From an optimization exercise on the open Yosys and OpenROAD flow, aimed at small area, a short achievable clock period and few clock cycles; shortcuts taken in it are not production practice.
In this exercise RTL edits were held to simulation tests only and were not proved equivalent to the original.

--- design/flow/config.mk ---
export PLATFORM = sky130hd
export DESIGN_NAME = CONVEX
export DESIGN_NICKNAME = CONVEX
export VERILOG_FILES = /design/flow/design.v
export SDC_FILE = /design/flow/constraint.sdc
export NUM_CORES = 4
export LEC_CHECK = 0
export CAP_MARGIN = 20
export CORE_MARGIN = 2
export CORE_UTILIZATION = 55
export SETUP_SLACK_MARGIN = 5
export SLEW_MARGIN = 20
--- design/flow/design.v ---
module CONVEX(
input               CLK,
input               RST,
input       [4:0]   PT_XY,
output reg          READ_PT,
output reg  [9:0]   DROP_X,
output reg  [9:0]   DROP_Y,
output reg          DROP_V);
reg  [2:0]  rx_cnt;
reg  [19:0] rx;
reg         rx_full;
reg  [19:0] pn;
reg         pn_v;
reg  [1:0]  npts;
wire        accept   = READ_PT && (rx_cnt == 3'd0 || rx_cnt == 3'd1);
wire [2:0]  rx_cnt_n = accept ? 3'd4 : (rx_cnt != 3'd0 ? rx_cnt - 3'd1 : 3'd0);
wire        rx_done  = (rx_cnt == 3'd1);
wire        pn_take;                        
wire        rx_move  = rx_full && (!pn_v || pn_take);
wire        rx_full_n = rx_done || (rx_full && !rx_move);
wire        pn_v_n    = rx_move || (pn_v && !pn_take);
always @(posedge CLK) begin
    if (rx_cnt != 3'd0) rx <= {rx[14:0], PT_XY};
    if (rx_move) pn <= rx;
end
always @(posedge CLK or posedge RST) begin
    if (RST) begin
        rx_cnt  <= 3'd0;
        rx_full <= 1'b0;
        pn_v    <= 1'b0;
        READ_PT <= 1'b1;
    end
    else begin
        rx_cnt  <= rx_cnt_n;
        rx_full <= rx_full_n;
        pn_v    <= pn_v_n;
        READ_PT <= !rx_full_n && (rx_cnt_n == 3'd0 || (rx_cnt_n == 3'd1 && !pn_v_n));
    end
end
reg  [19:0] Q [0:11];
reg  [3:0]  cnt;
wire        pop;
reg  [1:0]  npush;
reg  [19:0] D0, D1;
wire [3:0]  base = cnt - {3'd0, pop};
reg  [12:0] at;                             
integer j;
always @(*) begin
    for (j = 0; j < 13; j = j + 1) at[j] = (cnt == j);
end
always @(posedge CLK) begin
    for (j = 0; j < 12; j = j + 1) begin
        if (pop ? at[j+1] : at[j])
            Q[j] <= D0;
        else if (j > 0 && (pop ? at[j] : at[(j > 0) ? j - 1 : 0]))
            Q[j] <= D1;
        else if (pop && j < 11)
            Q[j] <= Q[(j < 11) ? j + 1 : 11];
    end
end
always @(posedge CLK or posedge RST) begin
    if (RST) cnt <= 4'd0;
    else     cnt <= (npush == 2'd0) ? base : (npush == 2'd1) ? base + 4'd1 : base + 4'd2;
end
reg         in_pass, need_last;
reg  [3:0]  popcnt;
reg  [19:0] FIRST, PREV, PT;
reg         fin;                            
reg  [3:0]  Hp;                             
wire        fin_set;
wire [3:0]  Hp_new;
wire        can_pop = (cnt >= 4'd2) || (cnt != 4'd0 && fin);
wire        last_is = in_pass && need_last;                 
wire        start   = (!in_pass || last_is) && pn_v && npts == 2'd2 && cnt != 4'd0;
wire        direct  = pn_v && npts != 2'd2;             
wire        mid_pop = in_pass && !need_last && can_pop;
assign      pop     = start || mid_pop;
assign      pn_take = start || direct;
wire        issue   = mid_pop || last_is;
wire [19:0] B       = need_last ? FIRST : Q[0];
always @(posedge CLK) begin
    if (start) begin
        FIRST <= Q[0];
        PT    <= pn;
    end
    if (pop) PREV <= Q[0];
end
always @(posedge CLK or posedge RST) begin
    if (RST) begin
        in_pass   <= 1'b0;
        need_last <= 1'b0;
        popcnt    <= 4'd0;
        npts      <= 2'd0;
        fin       <= 1'b0;
        Hp        <= 4'd0;
    end
    else begin
        if (direct) begin
            npts <= npts + 2'd1;
            if (npts == 2'd1) begin
                fin <= 1'b1;
                Hp  <= 4'd2;
            end
        end
        if (last_is) begin
            in_pass   <= 1'b0;
            need_last <= 1'b0;
            fin       <= 1'b0;
        end
        if (start) begin
            in_pass <= 1'b1;
            popcnt  <= 4'd1;
        end
        else if (mid_pop) begin
            popcnt <= popcnt + 4'd1;
            if (fin && popcnt + 4'd1 == Hp) need_last <= 1'b1;
        end
        if (fin_set) begin
            fin <= 1'b1;
            Hp  <= Hp_new;
        end
    end
end
reg         s1_v, s1_first, s1_last;
reg  [19:0] s1_A;
reg  [10:0] s1_aX, s1_nY;
reg  [5:0]  s1_oneY, s1_twoY, s1_negY, s1_oneX, s1_twoX, s1_negX;
reg         s2_v, s2_first, s2_last;
reg  [19:0] s2_A;
reg  [22:0] s2_r0, s2_r1, s2_r2;
function [17:0] booth;
    input [10:0] m;
    reg   [12:0] e;
    integer k;
    begin
        e = {m[10], m, 1'b0};
        for (k = 0; k < 6; k = k + 1) begin
            booth[k]      = e[2*k+1] ^ e[2*k];
            booth[6 + k]  = (e[2*k+2] & ~e[2*k+1] & ~e[2*k]) | (~e[2*k+2] & e[2*k+1] & e[2*k]);
            booth[12 + k] = e[2*k+2];
        end
    end
endfunction
wire [10:0] i_bX = {1'b0, B[19:10]} - {1'b0, PT[19:10]};
wire [10:0] i_bY = {1'b0, B[9:0]}   - {1'b0, PT[9:0]};
always @(posedge CLK) begin
    s1_A  <= PREV;
    s1_aX <= {1'b0, PREV[19:10]} - {1'b0, PT[19:10]};
    s1_nY <= {1'b0, PT[9:0]}     - {1'b0, PREV[9:0]};
    {s1_negY, s1_twoY, s1_oneY} <= booth(i_bY);
    {s1_negX, s1_twoX, s1_oneX} <= booth(i_bX);
    s1_first <= (popcnt == 4'd1);
    s1_last  <= need_last;
end
wire [22:0] cs_r0, cs_r1, cs_r2;
CXS cxs(.aX(s1_aX), .nY(s1_nY),
        .oneY(s1_oneY), .twoY(s1_twoY), .negY(s1_negY),
        .oneX(s1_oneX), .twoX(s1_twoX), .negX(s1_negX),
        .r0(cs_r0), .r1(cs_r1), .r2(cs_r2));
always @(posedge CLK) begin
    s2_A  <= s1_A;
    s2_r0 <= cs_r0;
    s2_r1 <= cs_r1;
    s2_r2 <= cs_r2;
    s2_first <= s1_first;
    s2_last  <= s1_last;
end
wire [22:0] cs_s = s2_r0 ^ s2_r1 ^ s2_r2;
wire [22:0] cs_c = {(s2_r0[21:0] & s2_r1[21:0]) | (s2_r0[21:0] & s2_r2[21:0]) | (s2_r1[21:0] & s2_r2[21:0]), 1'b0};
wire [22:0] cs_t = cs_s + cs_c;
wire        s3_v     = s2_v;
wire        s3_first = s2_first;
wire        s3_last  = s2_last;
wire        s3_vis   = cs_t[22];
wire [19:0] s3_A     = s2_A;
always @(posedge CLK or posedge RST) begin
    if (RST) begin
        s1_v <= 1'b0;
        s2_v <= 1'b0;
    end
    else begin
        s1_v <= issue;
        s2_v <= s1_v;
    end
end
reg         prev_vis, vis0, anyvis;
reg  [19:0] R0, PD;
reg  [3:0]  Hrun;
reg         pend, pend_drop0, pend_ins0, pend_inside;
wire        vin   = prev_vis;
wire        vout  = s3_vis;
wire        dec   = s3_v && !s3_first;
wire        drop  = dec && vin && vout;
wire        ins   = dec && vout && !vin;
wire        drop0 = vout && vis0;
wire        ins0  = vis0 && !vout;
wire [3:0]  Hrun_m2 = Hrun - 4'd2;
wire [3:0]  Hrun_m1 = Hrun - 4'd1;
wire [3:0]  Hrun_p1 = Hrun + 4'd1;
wire [3:0]  Hrun_n = drop ? Hrun_m1 : ins ? Hrun_p1 : Hrun;
assign      fin_set = dec && s3_last;
assign      Hp_new  = (drop && drop0) ? Hrun_m2 :
                      ((drop && !drop0) || (!ins && drop0)) ? Hrun_m1 :
                      (!drop && !ins && ins0) || (ins && !drop0) ? Hrun_p1 : Hrun;
always @(*) begin
    npush = 2'd0;
    D0 = pn;
    D1 = PD;
    if (direct) begin
        npush = 2'd1;
    end
    else if (pend) begin
        D0 = R0;
        npush = pend_drop0 ? 2'd0 : pend_ins0 ? 2'd2 : 2'd1;
    end
    else if (dec) begin
        D0 = s3_A;
        npush = drop ? 2'd0 : ins ? 2'd2 : 2'd1;
    end
end
always @(posedge CLK) begin
    if (s3_v && s3_first) begin
        R0 <= s3_A;
        PD <= PT;
        vis0 <= s3_vis;
        prev_vis <= s3_vis;
        anyvis <= s3_vis;
        Hrun <= Hp;
    end
    else if (dec) begin
        prev_vis <= s3_vis;
        anyvis <= anyvis | s3_vis;
        Hrun <= Hrun_n;
    end
    if (fin_set) begin
        pend_drop0  <= drop0;
        pend_ins0   <= ins0;
        pend_inside <= !(anyvis || vout);
    end
end
always @(posedge CLK or posedge RST) begin
    if (RST) pend <= 1'b0;
    else     pend <= fin_set;
end
always @(posedge CLK) begin
    if (pend)
        {DROP_X, DROP_Y} <= pend_drop0 ? R0 : PD;
    else
        {DROP_X, DROP_Y} <= s3_A;
end
always @(posedge CLK or posedge RST) begin
    if (RST) DROP_V <= 1'b0;
    else     DROP_V <= pend ? (pend_drop0 || pend_inside) : drop;
end
endmodule
module CXS(input [10:0] aX, input [10:0] nY,
           input [5:0] oneY, input [5:0] twoY, input [5:0] negY,
           input [5:0] oneX, input [5:0] twoX, input [5:0] negX,
           output [22:0] r0, output [22:0] r1, output [22:0] r2);
wire pY0_0 = ((oneY[0] & aX[0]) | (twoY[0] & 1'b0)) ^ negY[0];
wire pY0_1 = ((oneY[0] & aX[1]) | (twoY[0] & aX[0])) ^ negY[0];
wire pY0_2 = ((oneY[0] & aX[2]) | (twoY[0] & aX[1])) ^ negY[0];
wire pY0_3 = ((oneY[0] & aX[3]) | (twoY[0] & aX[2])) ^ negY[0];
wire pY0_4 = ((oneY[0] & aX[4]) | (twoY[0] & aX[3])) ^ negY[0];
wire pY0_5 = ((oneY[0] & aX[5]) | (twoY[0] & aX[4])) ^ negY[0];
wire pY0_6 = ((oneY[0] & aX[6]) | (twoY[0] & aX[5])) ^ negY[0];
wire pY0_7 = ((oneY[0] & aX[7]) | (twoY[0] & aX[6])) ^ negY[0];
wire pY0_8 = ((oneY[0] & aX[8]) | (twoY[0] & aX[7])) ^ negY[0];
wire pY0_9 = ((oneY[0] & aX[9]) | (twoY[0] & aX[8])) ^ negY[0];
wire pY0_10 = ((oneY[0] & aX[10]) | (twoY[0] & aX[9])) ^ negY[0];
wire pY0_11 = ((oneY[0] & aX[10]) | (twoY[0] & aX[10])) ^ negY[0];
wire pY1_0 = ((oneY[1] & aX[0]) | (twoY[1] & 1'b0)) ^ negY[1];
wire pY1_1 = ((oneY[1] & aX[1]) | (twoY[1] & aX[0])) ^ negY[1];
wire pY1_2 = ((oneY[1] & aX[2]) | (twoY[1] & aX[1])) ^ negY[1];
wire pY1_3 = ((oneY[1] & aX[3]) | (twoY[1] & aX[2])) ^ negY[1];
wire pY1_4 = ((oneY[1] & aX[4]) | (twoY[1] & aX[3])) ^ negY[1];
wire pY1_5 = ((oneY[1] & aX[5]) | (twoY[1] & aX[4])) ^ negY[1];
wire pY1_6 = ((oneY[1] & aX[6]) | (twoY[1] & aX[5])) ^ negY[1];
wire pY1_7 = ((oneY[1] & aX[7]) | (twoY[1] & aX[6])) ^ negY[1];
wire pY1_8 = ((oneY[1] & aX[8]) | (twoY[1] & aX[7])) ^ negY[1];
wire pY1_9 = ((oneY[1] & aX[9]) | (twoY[1] & aX[8])) ^ negY[1];
wire pY1_10 = ((oneY[1] & aX[10]) | (twoY[1] & aX[9])) ^ negY[1];
wire pY1_11 = ((oneY[1] & aX[10]) | (twoY[1] & aX[10])) ^ negY[1];
wire pY2_0 = ((oneY[2] & aX[0]) | (twoY[2] & 1'b0)) ^ negY[2];
wire pY2_1 = ((oneY[2] & aX[1]) | (twoY[2] & aX[0])) ^ negY[2];
wire pY2_2 = ((oneY[2] & aX[2]) | (twoY[2] & aX[1])) ^ negY[2];
wire pY2_3 = ((oneY[2] & aX[3]) | (twoY[2] & aX[2])) ^ negY[2];
wire pY2_4 = ((oneY[2] & aX[4]) | (twoY[2] & aX[3])) ^ negY[2];
wire pY2_5 = ((oneY[2] & aX[5]) | (twoY[2] & aX[4])) ^ negY[2];
wire pY2_6 = ((oneY[2] & aX[6]) | (twoY[2] & aX[5])) ^ negY[2];
wire pY2_7 = ((oneY[2] & aX[7]) | (twoY[2] & aX[6])) ^ negY[2];
wire pY2_8 = ((oneY[2] & aX[8]) | (twoY[2] & aX[7])) ^ negY[2];
wire pY2_9 = ((oneY[2] & aX[9]) | (twoY[2] & aX[8])) ^ negY[2];
wire pY2_10 = ((oneY[2] & aX[10]) | (twoY[2] & aX[9])) ^ negY[2];
wire pY2_11 = ((oneY[2] & aX[10]) | (twoY[2] & aX[10])) ^ negY[2];
wire pY3_0 = ((oneY[3] & aX[0]) | (twoY[3] & 1'b0)) ^ negY[3];
wire pY3_1 = ((oneY[3] & aX[1]) | (twoY[3] & aX[0])) ^ negY[3];
wire pY3_2 = ((oneY[3] & aX[2]) | (twoY[3] & aX[1])) ^ negY[3];
wire pY3_3 = ((oneY[3] & aX[3]) | (twoY[3] & aX[2])) ^ negY[3];
wire pY3_4 = ((oneY[3] & aX[4]) | (twoY[3] & aX[3])) ^ negY[3];
wire pY3_5 = ((oneY[3] & aX[5]) | (twoY[3] & aX[4])) ^ negY[3];
wire pY3_6 = ((oneY[3] & aX[6]) | (twoY[3] & aX[5])) ^ negY[3];
wire pY3_7 = ((oneY[3] & aX[7]) | (twoY[3] & aX[6])) ^ negY[3];
wire pY3_8 = ((oneY[3] & aX[8]) | (twoY[3] & aX[7])) ^ negY[3];
wire pY3_9 = ((oneY[3] & aX[9]) | (twoY[3] & aX[8])) ^ negY[3];
wire pY3_10 = ((oneY[3] & aX[10]) | (twoY[3] & aX[9])) ^ negY[3];
wire pY3_11 = ((oneY[3] & aX[10]) | (twoY[3] & aX[10])) ^ negY[3];
wire pY4_0 = ((oneY[4] & aX[0]) | (twoY[4] & 1'b0)) ^ negY[4];
wire pY4_1 = ((oneY[4] & aX[1]) | (twoY[4] & aX[0])) ^ negY[4];
wire pY4_2 = ((oneY[4] & aX[2]) | (twoY[4] & aX[1])) ^ negY[4];
wire pY4_3 = ((oneY[4] & aX[3]) | (twoY[4] & aX[2])) ^ negY[4];
wire pY4_4 = ((oneY[4] & aX[4]) | (twoY[4] & aX[3])) ^ negY[4];
wire pY4_5 = ((oneY[4] & aX[5]) | (twoY[4] & aX[4])) ^ negY[4];
wire pY4_6 = ((oneY[4] & aX[6]) | (twoY[4] & aX[5])) ^ negY[4];
wire pY4_7 = ((oneY[4] & aX[7]) | (twoY[4] & aX[6])) ^ negY[4];
wire pY4_8 = ((oneY[4] & aX[8]) | (twoY[4] & aX[7])) ^ negY[4];
wire pY4_9 = ((oneY[4] & aX[9]) | (twoY[4] & aX[8])) ^ negY[4];
wire pY4_10 = ((oneY[4] & aX[10]) | (twoY[4] & aX[9])) ^ negY[4];
wire pY4_11 = ((oneY[4] & aX[10]) | (twoY[4] & aX[10])) ^ negY[4];
wire pY5_0 = ((oneY[5] & aX[0]) | (twoY[5] & 1'b0)) ^ negY[5];
wire pY5_1 = ((oneY[5] & aX[1]) | (twoY[5] & aX[0])) ^ negY[5];
wire pY5_2 = ((oneY[5] & aX[2]) | (twoY[5] & aX[1])) ^ negY[5];
wire pY5_3 = ((oneY[5] & aX[3]) | (twoY[5] & aX[2])) ^ negY[5];
wire pY5_4 = ((oneY[5] & aX[4]) | (twoY[5] & aX[3])) ^ negY[5];
wire pY5_5 = ((oneY[5] & aX[5]) | (twoY[5] & aX[4])) ^ negY[5];
wire pY5_6 = ((oneY[5] & aX[6]) | (twoY[5] & aX[5])) ^ negY[5];
wire pY5_7 = ((oneY[5] & aX[7]) | (twoY[5] & aX[6])) ^ negY[5];
wire pY5_8 = ((oneY[5] & aX[8]) | (twoY[5] & aX[7])) ^ negY[5];
wire pY5_9 = ((oneY[5] & aX[9]) | (twoY[5] & aX[8])) ^ negY[5];
wire pY5_10 = ((oneY[5] & aX[10]) | (twoY[5] & aX[9])) ^ negY[5];
wire pY5_11 = ((oneY[5] & aX[10]) | (twoY[5] & aX[10])) ^ negY[5];
wire pX0_0 = ((oneX[0] & nY[0]) | (twoX[0] & 1'b0)) ^ negX[0];
wire pX0_1 = ((oneX[0] & nY[1]) | (twoX[0] & nY[0])) ^ negX[0];
wire pX0_2 = ((oneX[0] & nY[2]) | (twoX[0] & nY[1])) ^ negX[0];
wire pX0_3 = ((oneX[0] & nY[3]) | (twoX[0] & nY[2])) ^ negX[0];
wire pX0_4 = ((oneX[0] & nY[4]) | (twoX[0] & nY[3])) ^ negX[0];
wire pX0_5 = ((oneX[0] & nY[5]) | (twoX[0] & nY[4])) ^ negX[0];
wire pX0_6 = ((oneX[0] & nY[6]) | (twoX[0] & nY[5])) ^ negX[0];
wire pX0_7 = ((oneX[0] & nY[7]) | (twoX[0] & nY[6])) ^ negX[0];
wire pX0_8 = ((oneX[0] & nY[8]) | (twoX[0] & nY[7])) ^ negX[0];
wire pX0_9 = ((oneX[0] & nY[9]) | (twoX[0] & nY[8])) ^ negX[0];
wire pX0_10 = ((oneX[0] & nY[10]) | (twoX[0] & nY[9])) ^ negX[0];
wire pX0_11 = ((oneX[0] & nY[10]) | (twoX[0] & nY[10])) ^ negX[0];
wire pX1_0 = ((oneX[1] & nY[0]) | (twoX[1] & 1'b0)) ^ negX[1];
wire pX1_1 = ((oneX[1] & nY[1]) | (twoX[1] & nY[0])) ^ negX[1];
wire pX1_2 = ((oneX[1] & nY[2]) | (twoX[1] & nY[1])) ^ negX[1];
wire pX1_3 = ((oneX[1] & nY[3]) | (twoX[1] & nY[2])) ^ negX[1];
wire pX1_4 = ((oneX[1] & nY[4]) | (twoX[1] & nY[3])) ^ negX[1];
wire pX1_5 = ((oneX[1] & nY[5]) | (twoX[1] & nY[4])) ^ negX[1];
wire pX1_6 = ((oneX[1] & nY[6]) | (twoX[1] & nY[5])) ^ negX[1];
wire pX1_7 = ((oneX[1] & nY[7]) | (twoX[1] & nY[6])) ^ negX[1];
wire pX1_8 = ((oneX[1] & nY[8]) | (twoX[1] & nY[7])) ^ negX[1];
wire pX1_9 = ((oneX[1] & nY[9]) | (twoX[1] & nY[8])) ^ negX[1];
wire pX1_10 = ((oneX[1] & nY[10]) | (twoX[1] & nY[9])) ^ negX[1];
wire pX1_11 = ((oneX[1] & nY[10]) | (twoX[1] & nY[10])) ^ negX[1];
wire pX2_0 = ((oneX[2] & nY[0]) | (twoX[2] & 1'b0)) ^ negX[2];
wire pX2_1 = ((oneX[2] & nY[1]) | (twoX[2] & nY[0])) ^ negX[2];
wire pX2_2 = ((oneX[2] & nY[2]) | (twoX[2] & nY[1])) ^ negX[2];
wire pX2_3 = ((oneX[2] & nY[3]) | (twoX[2] & nY[2])) ^ negX[2];
wire pX2_4 = ((oneX[2] & nY[4]) | (twoX[2] & nY[3])) ^ negX[2];
wire pX2_5 = ((oneX[2] & nY[5]) | (twoX[2] & nY[4])) ^ negX[2];
wire pX2_6 = ((oneX[2] & nY[6]) | (twoX[2] & nY[5])) ^ negX[2];
wire pX2_7 = ((oneX[2] & nY[7]) | (twoX[2] & nY[6])) ^ negX[2];
wire pX2_8 = ((oneX[2] & nY[8]) | (twoX[2] & nY[7])) ^ negX[2];
wire pX2_9 = ((oneX[2] & nY[9]) | (twoX[2] & nY[8])) ^ negX[2];
wire pX2_10 = ((oneX[2] & nY[10]) | (twoX[2] & nY[9])) ^ negX[2];
wire pX2_11 = ((oneX[2] & nY[10]) | (twoX[2] & nY[10])) ^ negX[2];
wire pX3_0 = ((oneX[3] & nY[0]) | (twoX[3] & 1'b0)) ^ negX[3];
wire pX3_1 = ((oneX[3] & nY[1]) | (twoX[3] & nY[0])) ^ negX[3];
wire pX3_2 = ((oneX[3] & nY[2]) | (twoX[3] & nY[1])) ^ negX[3];
wire pX3_3 = ((oneX[3] & nY[3]) | (twoX[3] & nY[2])) ^ negX[3];
wire pX3_4 = ((oneX[3] & nY[4]) | (twoX[3] & nY[3])) ^ negX[3];
wire pX3_5 = ((oneX[3] & nY[5]) | (twoX[3] & nY[4])) ^ negX[3];
wire pX3_6 = ((oneX[3] & nY[6]) | (twoX[3] & nY[5])) ^ negX[3];
wire pX3_7 = ((oneX[3] & nY[7]) | (twoX[3] & nY[6])) ^ negX[3];
wire pX3_8 = ((oneX[3] & nY[8]) | (twoX[3] & nY[7])) ^ negX[3];
wire pX3_9 = ((oneX[3] & nY[9]) | (twoX[3] & nY[8])) ^ negX[3];
wire pX3_10 = ((oneX[3] & nY[10]) | (twoX[3] & nY[9])) ^ negX[3];
wire pX3_11 = ((oneX[3] & nY[10]) | (twoX[3] & nY[10])) ^ negX[3];
wire pX4_0 = ((oneX[4] & nY[0]) | (twoX[4] & 1'b0)) ^ negX[4];
wire pX4_1 = ((oneX[4] & nY[1]) | (twoX[4] & nY[0])) ^ negX[4];
wire pX4_2 = ((oneX[4] & nY[2]) | (twoX[4] & nY[1])) ^ negX[4];
wire pX4_3 = ((oneX[4] & nY[3]) | (twoX[4] & nY[2])) ^ negX[4];
wire pX4_4 = ((oneX[4] & nY[4]) | (twoX[4] & nY[3])) ^ negX[4];
wire pX4_5 = ((oneX[4] & nY[5]) | (twoX[4] & nY[4])) ^ negX[4];
wire pX4_6 = ((oneX[4] & nY[6]) | (twoX[4] & nY[5])) ^ negX[4];
wire pX4_7 = ((oneX[4] & nY[7]) | (twoX[4] & nY[6])) ^ negX[4];
wire pX4_8 = ((oneX[4] & nY[8]) | (twoX[4] & nY[7])) ^ negX[4];
wire pX4_9 = ((oneX[4] & nY[9]) | (twoX[4] & nY[8])) ^ negX[4];
wire pX4_10 = ((oneX[4] & nY[10]) | (twoX[4] & nY[9])) ^ negX[4];
wire pX4_11 = ((oneX[4] & nY[10]) | (twoX[4] & nY[10])) ^ negX[4];
wire pX5_0 = ((oneX[5] & nY[0]) | (twoX[5] & 1'b0)) ^ negX[5];
wire pX5_1 = ((oneX[5] & nY[1]) | (twoX[5] & nY[0])) ^ negX[5];
wire pX5_2 = ((oneX[5] & nY[2]) | (twoX[5] & nY[1])) ^ negX[5];
wire pX5_3 = ((oneX[5] & nY[3]) | (twoX[5] & nY[2])) ^ negX[5];
wire pX5_4 = ((oneX[5] & nY[4]) | (twoX[5] & nY[3])) ^ negX[5];
wire pX5_5 = ((oneX[5] & nY[5]) | (twoX[5] & nY[4])) ^ negX[5];
wire pX5_6 = ((oneX[5] & nY[6]) | (twoX[5] & nY[5])) ^ negX[5];
wire pX5_7 = ((oneX[5] & nY[7]) | (twoX[5] & nY[6])) ^ negX[5];
wire pX5_8 = ((oneX[5] & nY[8]) | (twoX[5] & nY[7])) ^ negX[5];
wire pX5_9 = ((oneX[5] & nY[9]) | (twoX[5] & nY[8])) ^ negX[5];
wire pX5_10 = ((oneX[5] & nY[10]) | (twoX[5] & nY[9])) ^ negX[5];
wire pX5_11 = ((oneX[5] & nY[10]) | (twoX[5] & nY[10])) ^ negX[5];
wire w1 = pY0_10 ^ pY1_8;
wire w2 = pY0_10 & pY1_8;
wire w3 = pY0_6 ^ pY1_4;
wire w4 = pY0_6 & pY1_4;
wire w5 = pY0_8 ^ pY1_6 ^ pY2_4;
wire w6 = (pY0_8 & pY1_6) | (pY0_8 & pY2_4) | (pY1_6 & pY2_4);
wire w7 = pY3_2 ^ pY4_0;
wire w8 = pY3_2 & pY4_0;
wire w9 = pY0_9 ^ pY1_7 ^ pY2_5;
wire w10 = (pY0_9 & pY1_7) | (pY0_9 & pY2_5) | (pY1_7 & pY2_5);
wire w11 = pY3_3 ^ pY4_1;
wire w12 = pY3_3 & pY4_1;
wire w13 = w1 ^ pY2_6 ^ pY3_4;
wire w14 = (w1 & pY2_6) | (w1 & pY3_4) | (pY2_6 & pY3_4);
wire w15 = pY4_2 ^ pY5_0 ^ negY[5];
wire w16 = (pY4_2 & pY5_0) | (pY4_2 & negY[5]) | (pY5_0 & negY[5]);
wire w17 = pX0_10 ^ pX1_8 ^ pX2_6;
wire w18 = (pX0_10 & pX1_8) | (pX0_10 & pX2_6) | (pX1_8 & pX2_6);
wire w19 = ~pY0_11 ^ pY1_9 ^ pY2_7;
wire w20 = (~pY0_11 & pY1_9) | (~pY0_11 & pY2_7) | (pY1_9 & pY2_7);
wire w21 = pY3_5 ^ pY4_3 ^ pY5_1;
wire w22 = (pY3_5 & pY4_3) | (pY3_5 & pY5_1) | (pY4_3 & pY5_1);
wire w23 = ~pX0_11 ^ pX1_9 ^ pX2_7;
wire w24 = (~pX0_11 & pX1_9) | (~pX0_11 & pX2_7) | (pX1_9 & pX2_7);
wire w25 = pX3_5 ^ pX4_3;
wire w26 = pX3_5 & pX4_3;
wire w27 = pY1_10 ^ pY2_8 ^ pY3_6;
wire w28 = (pY1_10 & pY2_8) | (pY1_10 & pY3_6) | (pY2_8 & pY3_6);
wire w29 = pY4_4 ^ pY5_2 ^ pX1_10;
wire w30 = (pY4_4 & pY5_2) | (pY4_4 & pX1_10) | (pY5_2 & pX1_10);
wire w31 = pX2_8 ^ pX3_6 ^ pX4_4;
wire w32 = (pX2_8 & pX3_6) | (pX2_8 & pX4_4) | (pX3_6 & pX4_4);
wire w33 = ~pY1_11 ^ pY2_9 ^ pY3_7;
wire w34 = (~pY1_11 & pY2_9) | (~pY1_11 & pY3_7) | (pY2_9 & pY3_7);
wire w35 = pY4_5 ^ pY5_3 ^ ~pX1_11;
wire w36 = (pY4_5 & pY5_3) | (pY4_5 & ~pX1_11) | (pY5_3 & ~pX1_11);
wire w37 = pX2_9 ^ pX3_7;
wire w38 = pX2_9 & pX3_7;
wire w39 = pY2_10 ^ pY3_8 ^ pY4_6;
wire w40 = (pY2_10 & pY3_8) | (pY2_10 & pY4_6) | (pY3_8 & pY4_6);
wire w41 = ~pY2_11 ^ pY3_9;
wire w42 = ~pY2_11 & pY3_9;
wire w43 = pY0_4 ^ pY1_2 ^ pY2_0;
wire w44 = (pY0_4 & pY1_2) | (pY0_4 & pY2_0) | (pY1_2 & pY2_0);
wire w45 = pY0_5 ^ pY1_3;
wire w46 = pY0_5 & pY1_3;
wire w47 = w3 ^ pY2_2 ^ pY3_0;
wire w48 = (w3 & pY2_2) | (w3 & pY3_0) | (pY2_2 & pY3_0);
wire w49 = negY[3] ^ pX0_6 ^ pX1_4;
wire w50 = (negY[3] & pX0_6) | (negY[3] & pX1_4) | (pX0_6 & pX1_4);
wire w51 = pY0_7 ^ pY1_5 ^ pY2_3;
wire w52 = (pY0_7 & pY1_5) | (pY0_7 & pY2_3) | (pY1_5 & pY2_3);
wire w53 = pY3_1 ^ pX0_7 ^ pX1_5;
wire w54 = (pY3_1 & pX0_7) | (pY3_1 & pX1_5) | (pX0_7 & pX1_5);
wire w55 = pX2_3 ^ pX3_1;
wire w56 = pX2_3 & pX3_1;
wire w57 = w5 ^ w7 ^ negY[4];
wire w58 = (w5 & w7) | (w5 & negY[4]) | (w7 & negY[4]);
wire w59 = pX0_8 ^ pX1_6 ^ pX2_4;
wire w60 = (pX0_8 & pX1_6) | (pX0_8 & pX2_4) | (pX1_6 & pX2_4);
wire w61 = pX3_2 ^ pX4_0 ^ negX[4];
wire w62 = (pX3_2 & pX4_0) | (pX3_2 & negX[4]) | (pX4_0 & negX[4]);
wire w63 = w9 ^ w11 ^ pX0_9;
wire w64 = (w9 & w11) | (w9 & pX0_9) | (w11 & pX0_9);
wire w65 = pX1_7 ^ pX2_5 ^ pX3_3;
wire w66 = (pX1_7 & pX2_5) | (pX1_7 & pX3_3) | (pX2_5 & pX3_3);
wire w67 = pX4_1 ^ w6 ^ w8;
wire w68 = (pX4_1 & w6) | (pX4_1 & w8) | (w6 & w8);
wire w69 = w13 ^ w15 ^ w17;
wire w70 = (w13 & w15) | (w13 & w17) | (w15 & w17);
wire w71 = pX3_4 ^ pX4_2 ^ pX5_0;
wire w72 = (pX3_4 & pX4_2) | (pX3_4 & pX5_0) | (pX4_2 & pX5_0);
wire w73 = negX[5] ^ w10 ^ w12;
wire w74 = (negX[5] & w10) | (negX[5] & w12) | (w10 & w12);
wire w75 = w19 ^ w21 ^ w23;
wire w76 = (w19 & w21) | (w19 & w23) | (w21 & w23);
wire w77 = w25 ^ pX5_1 ^ w2;
wire w78 = (w25 & pX5_1) | (w25 & w2) | (pX5_1 & w2);
wire w79 = w14 ^ w16 ^ w18;
wire w80 = (w14 & w16) | (w14 & w18) | (w16 & w18);
wire w81 = w27 ^ w29 ^ w31;
wire w82 = (w27 & w29) | (w27 & w31) | (w29 & w31);
wire w83 = pX5_2 ^ 1'b1 ^ w20;
wire w84 = (pX5_2 & 1'b1) | (pX5_2 & w20) | (1'b1 & w20);
wire w85 = w22 ^ w24 ^ w26;
wire w86 = (w22 & w24) | (w22 & w26) | (w24 & w26);
wire w87 = w33 ^ w35 ^ w37;
wire w88 = (w33 & w35) | (w33 & w37) | (w35 & w37);
wire w89 = pX4_5 ^ pX5_3 ^ 1'b1;
wire w90 = (pX4_5 & pX5_3) | (pX4_5 & 1'b1) | (pX5_3 & 1'b1);
wire w91 = w28 ^ w30 ^ w32;
wire w92 = (w28 & w30) | (w28 & w32) | (w30 & w32);
wire w93 = w39 ^ pY5_4 ^ pX2_10;
wire w94 = (w39 & pY5_4) | (w39 & pX2_10) | (pY5_4 & pX2_10);
wire w95 = pX3_8 ^ pX4_6 ^ pX5_4;
wire w96 = (pX3_8 & pX4_6) | (pX3_8 & pX5_4) | (pX4_6 & pX5_4);
wire w97 = w34 ^ w36 ^ w38;
wire w98 = (w34 & w36) | (w34 & w38) | (w36 & w38);
wire w99 = w41 ^ pY4_7 ^ pY5_5;
wire w100 = (w41 & pY4_7) | (w41 & pY5_5) | (pY4_7 & pY5_5);
wire w101 = ~pX2_11 ^ pX3_9 ^ pX4_7;
wire w102 = (~pX2_11 & pX3_9) | (~pX2_11 & pX4_7) | (pX3_9 & pX4_7);
wire w103 = pX5_5 ^ 1'b1 ^ w40;
wire w104 = (pX5_5 & 1'b1) | (pX5_5 & w40) | (1'b1 & w40);
wire w105 = pY3_10 ^ pY4_8 ^ pY5_6;
wire w106 = (pY3_10 & pY4_8) | (pY3_10 & pY5_6) | (pY4_8 & pY5_6);
wire w107 = pX3_10 ^ pX4_8 ^ pX5_6;
wire w108 = (pX3_10 & pX4_8) | (pX3_10 & pX5_6) | (pX4_8 & pX5_6);
wire w109 = ~pY3_11 ^ pY4_9 ^ pY5_7;
wire w110 = (~pY3_11 & pY4_9) | (~pY3_11 & pY5_7) | (pY4_9 & pY5_7);
wire w111 = ~pX3_11 ^ pX4_9;
wire w112 = ~pX3_11 & pX4_9;
wire w113 = pY0_2 ^ pY1_0 ^ negY[1];
wire w114 = (pY0_2 & pY1_0) | (pY0_2 & negY[1]) | (pY1_0 & negY[1]);
wire w115 = pY0_3 ^ pY1_1;
wire w116 = pY0_3 & pY1_1;
wire w117 = w43 ^ negY[2] ^ pX0_4;
wire w118 = (w43 & negY[2]) | (w43 & pX0_4) | (negY[2] & pX0_4);
wire w119 = pX1_2 ^ pX2_0;
wire w120 = pX1_2 & pX2_0;
wire w121 = w45 ^ pY2_1 ^ pX0_5;
wire w122 = (w45 & pY2_1) | (w45 & pX0_5) | (pY2_1 & pX0_5);
wire w123 = pX1_3 ^ pX2_1 ^ w44;
wire w124 = (pX1_3 & pX2_1) | (pX1_3 & w44) | (pX2_1 & w44);
wire w125 = w47 ^ w49 ^ pX2_2;
wire w126 = (w47 & w49) | (w47 & pX2_2) | (w49 & pX2_2);
wire w127 = pX3_0 ^ negX[3] ^ w46;
wire w128 = (pX3_0 & negX[3]) | (pX3_0 & w46) | (negX[3] & w46);
wire w129 = w51 ^ w53 ^ w55;
wire w130 = (w51 & w53) | (w51 & w55) | (w53 & w55);
wire w131 = w4 ^ w48 ^ w50;
wire w132 = (w4 & w48) | (w4 & w50) | (w48 & w50);
wire w133 = w57 ^ w59 ^ w61;
wire w134 = (w57 & w59) | (w57 & w61) | (w59 & w61);
wire w135 = w52 ^ w54 ^ w56;
wire w136 = (w52 & w54) | (w52 & w56) | (w54 & w56);
wire w137 = w63 ^ w65 ^ w67;
wire w138 = (w63 & w65) | (w63 & w67) | (w65 & w67);
wire w139 = w58 ^ w60 ^ w62;
wire w140 = (w58 & w60) | (w58 & w62) | (w60 & w62);
wire w141 = w69 ^ w71 ^ w73;
wire w142 = (w69 & w71) | (w69 & w73) | (w71 & w73);
wire w143 = w64 ^ w66 ^ w68;
wire w144 = (w64 & w66) | (w64 & w68) | (w66 & w68);
wire w145 = w75 ^ w77 ^ w79;
wire w146 = (w75 & w77) | (w75 & w79) | (w77 & w79);
wire w147 = w70 ^ w72 ^ w74;
wire w148 = (w70 & w72) | (w70 & w74) | (w72 & w74);
wire w149 = w81 ^ w83 ^ w85;
wire w150 = (w81 & w83) | (w81 & w85) | (w83 & w85);
wire w151 = w76 ^ w78 ^ w80;
wire w152 = (w76 & w78) | (w76 & w80) | (w78 & w80);
wire w153 = w87 ^ w89 ^ w91;
wire w154 = (w87 & w89) | (w87 & w91) | (w89 & w91);
wire w155 = w82 ^ w84 ^ w86;
wire w156 = (w82 & w84) | (w82 & w86) | (w84 & w86);
wire w157 = w93 ^ w95 ^ w97;
wire w158 = (w93 & w95) | (w93 & w97) | (w95 & w97);
wire w159 = w88 ^ w90 ^ w92;
wire w160 = (w88 & w90) | (w88 & w92) | (w90 & w92);
wire w161 = w99 ^ w101 ^ w103;
wire w162 = (w99 & w101) | (w99 & w103) | (w101 & w103);
wire w163 = w94 ^ w96 ^ w98;
wire w164 = (w94 & w96) | (w94 & w98) | (w96 & w98);
wire w165 = w105 ^ w107 ^ w42;
wire w166 = (w105 & w107) | (w105 & w42) | (w107 & w42);
wire w167 = w100 ^ w102 ^ w104;
wire w168 = (w100 & w102) | (w100 & w104) | (w102 & w104);
wire w169 = w109 ^ w111 ^ pX5_7;
wire w170 = (w109 & w111) | (w109 & pX5_7) | (w111 & pX5_7);
wire w171 = 1'b1 ^ w106 ^ w108;
wire w172 = (1'b1 & w106) | (1'b1 & w108) | (w106 & w108);
wire w173 = pY4_10 ^ pY5_8 ^ pX4_10;
wire w174 = (pY4_10 & pY5_8) | (pY4_10 & pX4_10) | (pY5_8 & pX4_10);
wire w175 = pX5_8 ^ w110 ^ w112;
wire w176 = (pX5_8 & w110) | (pX5_8 & w112) | (w110 & w112);
wire w177 = ~pY4_11 ^ pY5_9 ^ ~pX4_11;
wire w178 = (~pY4_11 & pY5_9) | (~pY4_11 & ~pX4_11) | (pY5_9 & ~pX4_11);
wire w179 = pX5_9 ^ 1'b1;
wire w180 = pX5_9 & 1'b1;
wire w181 = pY0_0 ^ negY[0];
wire w182 = pY0_0 & negY[0];
wire w183 = w113 ^ pX0_2;
wire w184 = w113 & pX0_2;
wire w185 = w115 ^ pX0_3 ^ pX1_1;
wire w186 = (w115 & pX0_3) | (w115 & pX1_1) | (pX0_3 & pX1_1);
wire w187 = w117 ^ w119 ^ negX[2];
wire w188 = (w117 & w119) | (w117 & negX[2]) | (w119 & negX[2]);
wire w189 = w121 ^ w123 ^ w118;
wire w190 = (w121 & w123) | (w121 & w118) | (w123 & w118);
wire w191 = w125 ^ w127 ^ w122;
wire w192 = (w125 & w127) | (w125 & w122) | (w127 & w122);
wire w193 = w129 ^ w131 ^ w126;
wire w194 = (w129 & w131) | (w129 & w126) | (w131 & w126);
wire w195 = w133 ^ w135 ^ w130;
wire w196 = (w133 & w135) | (w133 & w130) | (w135 & w130);
wire w197 = w137 ^ w139 ^ w134;
wire w198 = (w137 & w139) | (w137 & w134) | (w139 & w134);
wire w199 = w141 ^ w143 ^ w138;
wire w200 = (w141 & w143) | (w141 & w138) | (w143 & w138);
wire w201 = w145 ^ w147 ^ w142;
wire w202 = (w145 & w147) | (w145 & w142) | (w147 & w142);
wire w203 = w149 ^ w151 ^ w146;
wire w204 = (w149 & w151) | (w149 & w146) | (w151 & w146);
wire w205 = w153 ^ w155 ^ w150;
wire w206 = (w153 & w155) | (w153 & w150) | (w155 & w150);
wire w207 = w157 ^ w159 ^ w154;
wire w208 = (w157 & w159) | (w157 & w154) | (w159 & w154);
wire w209 = w161 ^ w163 ^ w158;
wire w210 = (w161 & w163) | (w161 & w158) | (w163 & w158);
wire w211 = w165 ^ w167 ^ w162;
wire w212 = (w165 & w167) | (w165 & w162) | (w167 & w162);
wire w213 = w169 ^ w171 ^ w166;
wire w214 = (w169 & w171) | (w169 & w166) | (w171 & w166);
wire w215 = w173 ^ w175 ^ w170;
wire w216 = (w173 & w175) | (w173 & w170) | (w175 & w170);
wire w217 = w177 ^ w179 ^ w174;
wire w218 = (w177 & w179) | (w177 & w174) | (w179 & w174);
wire w219 = pY5_10 ^ pX5_10 ^ w178;
wire w220 = (pY5_10 & pX5_10) | (pY5_10 & w178) | (pX5_10 & w178);
wire w221 = ~pY5_11 ^ ~pX5_11;
wire w222 = ~pY5_11 & ~pX5_11;
assign r0 = {w222, w221, w219, w217, w215, w213, w211, w209, w207, w205, w203, w201, w199, w197, w195, w193, w191, w189, w187, w185, w183, pY0_1, w181};
assign r1 = {1'b0, 1'b1, w180, w176, w172, w168, w164, w160, w156, w152, w148, w144, w140, w136, w132, w128, w124, w120, w116, w114, pX1_0, pX0_1, pX0_0};
assign r2 = {1'b0, w220, w218, w216, w214, w212, w210, w208, w206, w204, w202, w200, w198, w196, w194, w192, w190, w188, w186, w184, negX[1], w182, negX[0]};
endmodule
--- design/flow/run.sh ---
#!/bin/bash
# synth_recipe.tcl (not shown) runs the flow's synth.tcl, then flattens the netlist and writes it again
# the make line also repeats each setting of config.mk as NAME=value (left out here)
make -C /OpenROAD-flow-scripts/flow DESIGN_CONFIG=/design/flow/config.mk WORK_HOME=/design/flow/orfs CLKGATE_MAP_FILE= SYNTH_SCRIPT=/design/flow/synth_recipe.tcl finish
--- design/flow/constraint.sdc ---
create_clock -name core_clock -period 8.5 [get_ports {CLK}]
set_input_delay 1.7000 -clock core_clock [delete_from_list [all_inputs] [get_ports {CLK}]]
set_output_delay 1.7000 -clock core_clock [all_outputs]
set_load 0.01 [all_outputs]
==> flow_summary.toml, run 1 <==
[die]
core_area_sq_um = 56300
initial_core_util = 0.556
die_h_microns = 242
die_w_microns = 242
num_io_pins = 29
rows = 87
die_area_sq_um = 58800

[place]
place_hpwl_mm = 47.8
place_congestion = 0.903
place_inst = 3377
dp_worst_setup_slack_ns = 3.42
io_buffer_count = 28

[logic_synthesis]
synth_area_sq_um = 31300
ys_seq_elements = 603
syn-num-nets = 2964
yosysSeqAreaShare = 0.515
synthArstFlopShare = 0.0448
ys_warn_count = 2
synth_ff_type = "edfxtp_1"
synthesis.instances = 2751
synth_enable_flop_cells = 390
postSynthAreaPerCell_sq_um = 11.4
synth_cell_types = 63

[route]
vias_per_cell = 5.58
route.vias.total = 19500
routedWlPerCell_microns = 20.0
routed_wl_mm = 70.2
drt_iter0_drc = 1217
drt_first_pass_iters = 7
drc = 0
ant_nets = 0

[clocking]
clockBufferDepth = 3
clkSinkCount = 603
cts-htree-levels = 3
clk_latency_ns = 0.59
root_buffer = "clkbuf_16"
cts_made_buffers = 68
cts_tree = "done"
cts.clk_slew.worst_paths_ns = 0.05

[setup_path]
required_ns = 8.97
crit_type = "flop to flop"
cp-end-kind = "flop"
critPathLaunch = "s1_twoY[1]$_DFF_P_"
r2r_setup_slack_ns = 5.12
start_kind = "flop"
crit_fanout = 11
cp_data_arrival_time_ns = 3.84
rr_startpoint = "s1_twoY[1]$_DFF_P_"

[flow_run]
max_cap_viol_count = 0

[global_route]
antenna_found_initial = 0
track_usage = 0.242
grt_max_degree = 71
grt_pass1_wl_mm = 112
grt_overflow = 0
grt_pass1_vias = 19600

[layout]
synthToLayoutAreaGrowth_pct = 10.2
nets = 2913
layoutNonFillerInstCount = 3506
n_fill_cell = 4543
mostFrequentLayoutCells = "390 x edfxtp_1, 248 x mux2i_1, 224 x inv_1"
num_antenna_cells = 0
finalCoreUtilization = 0.612
drive_gt1_frac = 0.0967
final_common_cell = "edfxtp_1"

[sta]
tightest_slew_ns = 1.15
fin_ws_ns = 5.12
fmax_mhz = 296
hold_ws_ns = 0.326
setup_violations = 0
fin_skew_ns = 0.0159
fin_crit_sh = 0.397
hold_violations = 0
rsz0062_at_grt = "true"
fin_crit_ns = 3.38
setup-tns-final_ns = 0
maxSlewHeadroom = 0.228
slew_viol_final = 0

[hold_path]
hp-class = "flop to flop"
hp-start = "s1_last$_DFF_P_"

[outcome]
outcome = "timing/DRC/antenna clean"
## synthesized netlist by cell type, types with 26 or more instances
master	n	share of area
edfxtp_1	390	0.37
mux2i_1	249	0.080
inv_1	227	0.027
nand2_1	212	0.025
dfxtp_1	186	0.12
nor2_1	173	0.021
o21ai_0	168	0.027
a21oi_1	153	0.024
clkbuf_1	145	0.017
xnor2_1	121	0.034
fa_1	111	0.071
a22oi_1	103	0.025
ha_1	95	0.038
xor2_1	67	0.019
mux2_2	55	0.020
nand3_1	30	0.0048
dfrtp_1	26	0.021
## sequential cells by signal, indices dropped and copies added, names as in the netlist, 21 cells and up
name / count
s2_r1: 21
s2_r2: 22
s2_r0: 23
Q: 240
## logic make-up after synthesis
group / synth area share
AND/OR/NAND/NOR: 0.0692
AO/OA/AOI/OAI: 0.0977
flip-flops: 0.515
XOR/XNOR: 0.0527
multiplexers: 0.102
buffers and inverters: 0.0542
adder cells (fa/ha/maj): 0.109
## layout make-up
cell class              instances  area (sq um)  share of cell area
flip-flops and latches        603         16100               0.469
multi-input cells            1725         13700               0.398
clock buffers                  94          1880              0.0547
well taps                     756           946              0.0275
inverters                     227           856              0.0248
repair buffers                 74           668              0.0194
clock inverters                26           224             0.00650
repair inverters                1          5.00            0.000145
## through the flow
stage / instance area, sq um
finish: 34500
global route: 34500
CTS: 34300
detailed placement: 32100
global placement: 32100
floorplan: 31300
## per-layer routing
layer,global-route usage,routed length (microns)
met2,0.402,33600
met3,0.0328,2910
met5,0,0
met4,0.0866,1970
met1,0.327,31700
## worst max-delay path, stage by stage (launching register included)
cell and delay, ns:
dfxtp_2 0.47, a22oi_1 0.15, xnor2_1 0.15, ha_1 0.31
fa_1 0.54, inv_1 0.07, fa_1 0.54, inv_1 0.06
fa_1 0.50, fa_1 0.47
## path summary, 6_finish.rpt
path / to / cells after the start
max: s2_r0[10]$_DFF_P_ / 9
min: s2_last$_DFF_P_ / 0
max reg2reg: s2_r0[10]$_DFF_P_ / 9
min reg2reg: s2_last$_DFF_P_ / 0
max in group asynchronous: cnt[1]$_DFF_PP0_ / 2
min in group asynchronous: Hp[1]$_DFFE_PP0P_ / 2
## timing repair
action,CTS,global route
hold buffers,0,0
hold endpoints to repair,0,0
resized for setup,29,23
pin swaps,1,4
cloned,3,0
buffers inserted,1,4
setup endpoints to repair,318,141
Testbench counts, summed over its fixed seeds: cycles 24,484.
==> inputs of run 2 (changes only) <==
==> design/flow/flow/run.sh (new file) <==
#!/bin/bash
set -euo pipefail
MARGIN=${MARGIN:-6}
sed -E "s/SETUP_SLACK_MARGIN=[0-9.]+/SETUP_SLACK_MARGIN=${MARGIN}/" standard.sh > standard_margin.sh
grep -q "SETUP_SLACK_MARGIN=${MARGIN}" standard_margin.sh
bash standard_margin.sh > flow.log 2>&1
==> design/flow/standard.sh (new file) <==
#!/bin/bash
# synth_recipe.tcl (not shown) runs the flow's synth.tcl, then flattens the netlist and writes it again
# the make line also repeats each setting of config.mk as NAME=value (left out here)
make -C /OpenROAD-flow-scripts/flow DESIGN_CONFIG=/design/flow/config.mk WORK_HOME=/design/flow/orfs CLKGATE_MAP_FILE= SYNTH_SCRIPT=/design/flow/synth_recipe.tcl "${@:-finish}"
removed: design/flow/run.sh
==> run 2 against run 1 <==
Worst setup slack better by 0.16 ns. Via count increased by 14%. Clock-buffer cell count up 4. Wire length rose by 37%. Clock skew increased by 0.023 ns. Sequential share of layout area down 7.0 points. Largest cell class unchanged.
==> flow_summary.toml, run 2 <==
[outcome]
outcome = "timing/DRC/antenna clean"

[hold_path]
hp-class = "flop to flop"
hp-start = "s1_last$_DFF_P_"

[clocking]
cts.clk_slew.worst_paths_ns = 0.06
root_buffer = "clkbuf_16"
cts_tree = "done"
cts-htree-levels = 3
hold_buffers = 0
cts_made_buffers = 66
clkSinkCount = 603
clk_latency_ns = 0.63
clockBufferDepth = 3

[die]
core_area_sq_um = 56300
die_area_sq_um = 58800
rows = 87
die_w_microns = 242
num_io_pins = 29
die_h_microns = 242
initial_core_util = 0.556

[place]
dp_worst_setup_slack_ns = 4.39
place_inst = 3376
place_congestion = 0.916
place_hpwl_mm = 48.6
io_buffer_count = 28

[logic_synthesis]
ys_warn_count = 2
yosysSeqAreaShare = 0.515
synth_area_sq_um = 31300
synth_area_leaders = "edfxtp_1 37%, dfxtp_1 12%, mux2i_1 8.0%, fa_1 7.1%, ha_1 3.8%"
ys_top_cells_by_count = "390 x edfxtp_1, 249 x mux2i_1, 227 x inv_1"
postSynthAreaPerCell_sq_um = 11.4
synth_ff_type = "edfxtp_1"
synthesis.instances = 2751
synth_cell_types = 63
synthArstFlopShare = 0.0448
synth_most_common_cell = "edfxtp_1"
synth_enable_flop_cells = 390
synth_area_leader_cell = "edfxtp_1"
ys_seq_elements = 603
synth_top_area_frac = 0.374
syn-num-nets = 2964

[setup_path]
crit_fanout = 3
required_ns = 8.96
critPathBufInv = 2
rr_startpoint = "s1_oneY[0]$_DFF_P_"
path_common_cell = "fa_2"
critPathLaunch = "s1_oneY[0]$_DFF_P_"
crit_path_cell_trace = "a22oi_2 > xnor2_1 > ha_1 > fa_2 > inv_2 > fa_2 > inv_2 > fa_2 > fa_2"
crit_type = "flop to flop"
cp-end-kind = "flop"
max_stage_delay_ns = 0.54
start_kind = "flop"
cp_slowest_cell = "fa_2"
cp_top_family = "adder cells"
cp_data_arrival_time_ns = 3.67

[sta]
fin_skew_ns = 0.0392
tightest_slew_ns = 1.00
hold_violations = 0
setup_violations = 0
rsz0062_at_grt = "true"
setup-tns-final_ns = 0
fin_ws_ns = 5.29
fin_crit_sh = 0.378
fin_crit_ns = 3.21
maxSlewHeadroom = 0.332
slew_viol_final = 0
fmax_mhz = 311

[global_route]
antenna_found_initial = 1
grt_util_met1 = 0.380
grt_pass1_wl_mm = 138
use_met2 = 0.532
grt_pass1_vias = 22400
track_usage = 0.309
grt_util_met3 = 0.0422
grt_overflow = 0
grt_busiest_layer = "met2"
grt_max_degree = 61

[layout]
final_common_cell = "edfxtp_1"
nets = 3147
largest_register = "Q"
finalCoreUtilization = 0.726
num_antenna_cells = 0
n_fill_cell = 3761
largest_reg_flops = 240
synthToLayoutAreaGrowth_pct = 30.6
layoutNonFillerInstCount = 3742
drive_gt1_frac = 0.326
biggestRegsByFlops = "Q x240, s2_r0 x23, s2_r2 x22"
mostFrequentLayoutCells = "390 x edfxtp_1, 202 x mux2i_1, 197 x inv_1"

[route]
ant_nets = 0
routed_wl_mm = 96.2
vias_per_cell = 5.98
drt_first_pass_iters = 7
routedWlPerCell_microns = 25.7
drc = 0
route.vias.total = 22400
drt_iter0_drc = 1910

[flow_run]
max_cap_viol_count = 0
==> run 2: cell families after synthesis <==
kind of cell,synth area share
XOR/XNOR,0.0527
AO/OA/AOI/OAI,0.0977
multiplexers,0.102
adder cells (fa/ha/maj),0.109
buffers and inverters,0.0542
flip-flops,0.515
AND/OR/NAND/NOR,0.0692
==> run 2: per-layer routing <==
metal	vias to the layer above	part of all wire
met3	397	0.060
met1	11000	0.38
met4	0	0.077
li1	9935	-
met2	1023	0.48
met5	-	0
==> run 2: final cells by class <==
cell class,instances,area (sq um),area share
Multi-Input combinational cell,1730,16100,0.394
Sequential cell,603,16300,0.399
Clock inverter,22,307,0.00750
Timing Repair inverter,1,7.51,0.000184
Timing Repair Buffer,305,4350,0.107
Tap cell,756,946,0.0232
Inverter,227,862,0.0211
Clock buffer,98,1970,0.0482
==> run 2: per-stage QoR <==
stage | area [sq um] | hold slack [ns]
detailed placement | 32500 | 0.312
global route | 40900 | 0.327
CTS | 38800 | 0.326
floorplan | 32000 | 0.310
global placement | 32400 | 0.310
finish | 40900 | 0.326
==> run 2: what timing repair did <==
item,in CTS,in global routing
endpoints found under the setup margin,511,423
cloned,60,11
setup buffers,121,54
pin swaps,157,155
resized for setup,649,324
==> run 2: path summary, 6_finish.rpt <==
path	to	slack [ns]	cells after the start
hold / removal	s2_last$_DFF_P_	0.33	0
setup / recovery	s2_r0[10]$_DFF_P_	5.29	9
max in group asynchronous	cnt[3]$_DFF_PP0_	6.54	2
hold reg to reg	s2_last$_DFF_P_	0.33	0
min in group asynchronous	DROP_V$_DFF_PP0_	1.50	2
setup reg to reg	s2_r0[10]$_DFF_P_	5.29	9

[port drivers added, routing unchanged]
In the flow no input, the clock included, has a driving cell. The finished layouts below were timed again as built, in two steps. Step 1 (the two cells are an assumption about what drives the block):
set clk [get_ports {CLK}]
set_driving_cell -lib_cell sky130_fd_sc_hd__clkbuf_16 $clk
set_driving_cell -lib_cell sky130_fd_sc_hd__buf_2 [delete_from_list [all_inputs] $clk]
Step 2 also shifts input and output timing later by t, the mid clock arrival at the registers, as if the neighbouring blocks saw the same clock. Slacks: ideal ports / drivers / drivers and shift; pairs: ideal ports / drivers.
| run | t (ns) | setup slack, ns | hold slack, ns | worst setup path at the end | worst slew at a driven data input, ns |
|---|---|---|---|---|---|
| run 1 | 0.648 | 5.124 / 5.095 / 5.124 | 0.326 / 0.326 / 0.326 | register to register | 0.04 |
| run 2 | 0.666 | 5.289 / 5.289 / 5.289 | 0.326 / 0.326 / 0.326 | register to register | 0.04 |
After both steps setup and hold are still met in every run listed.
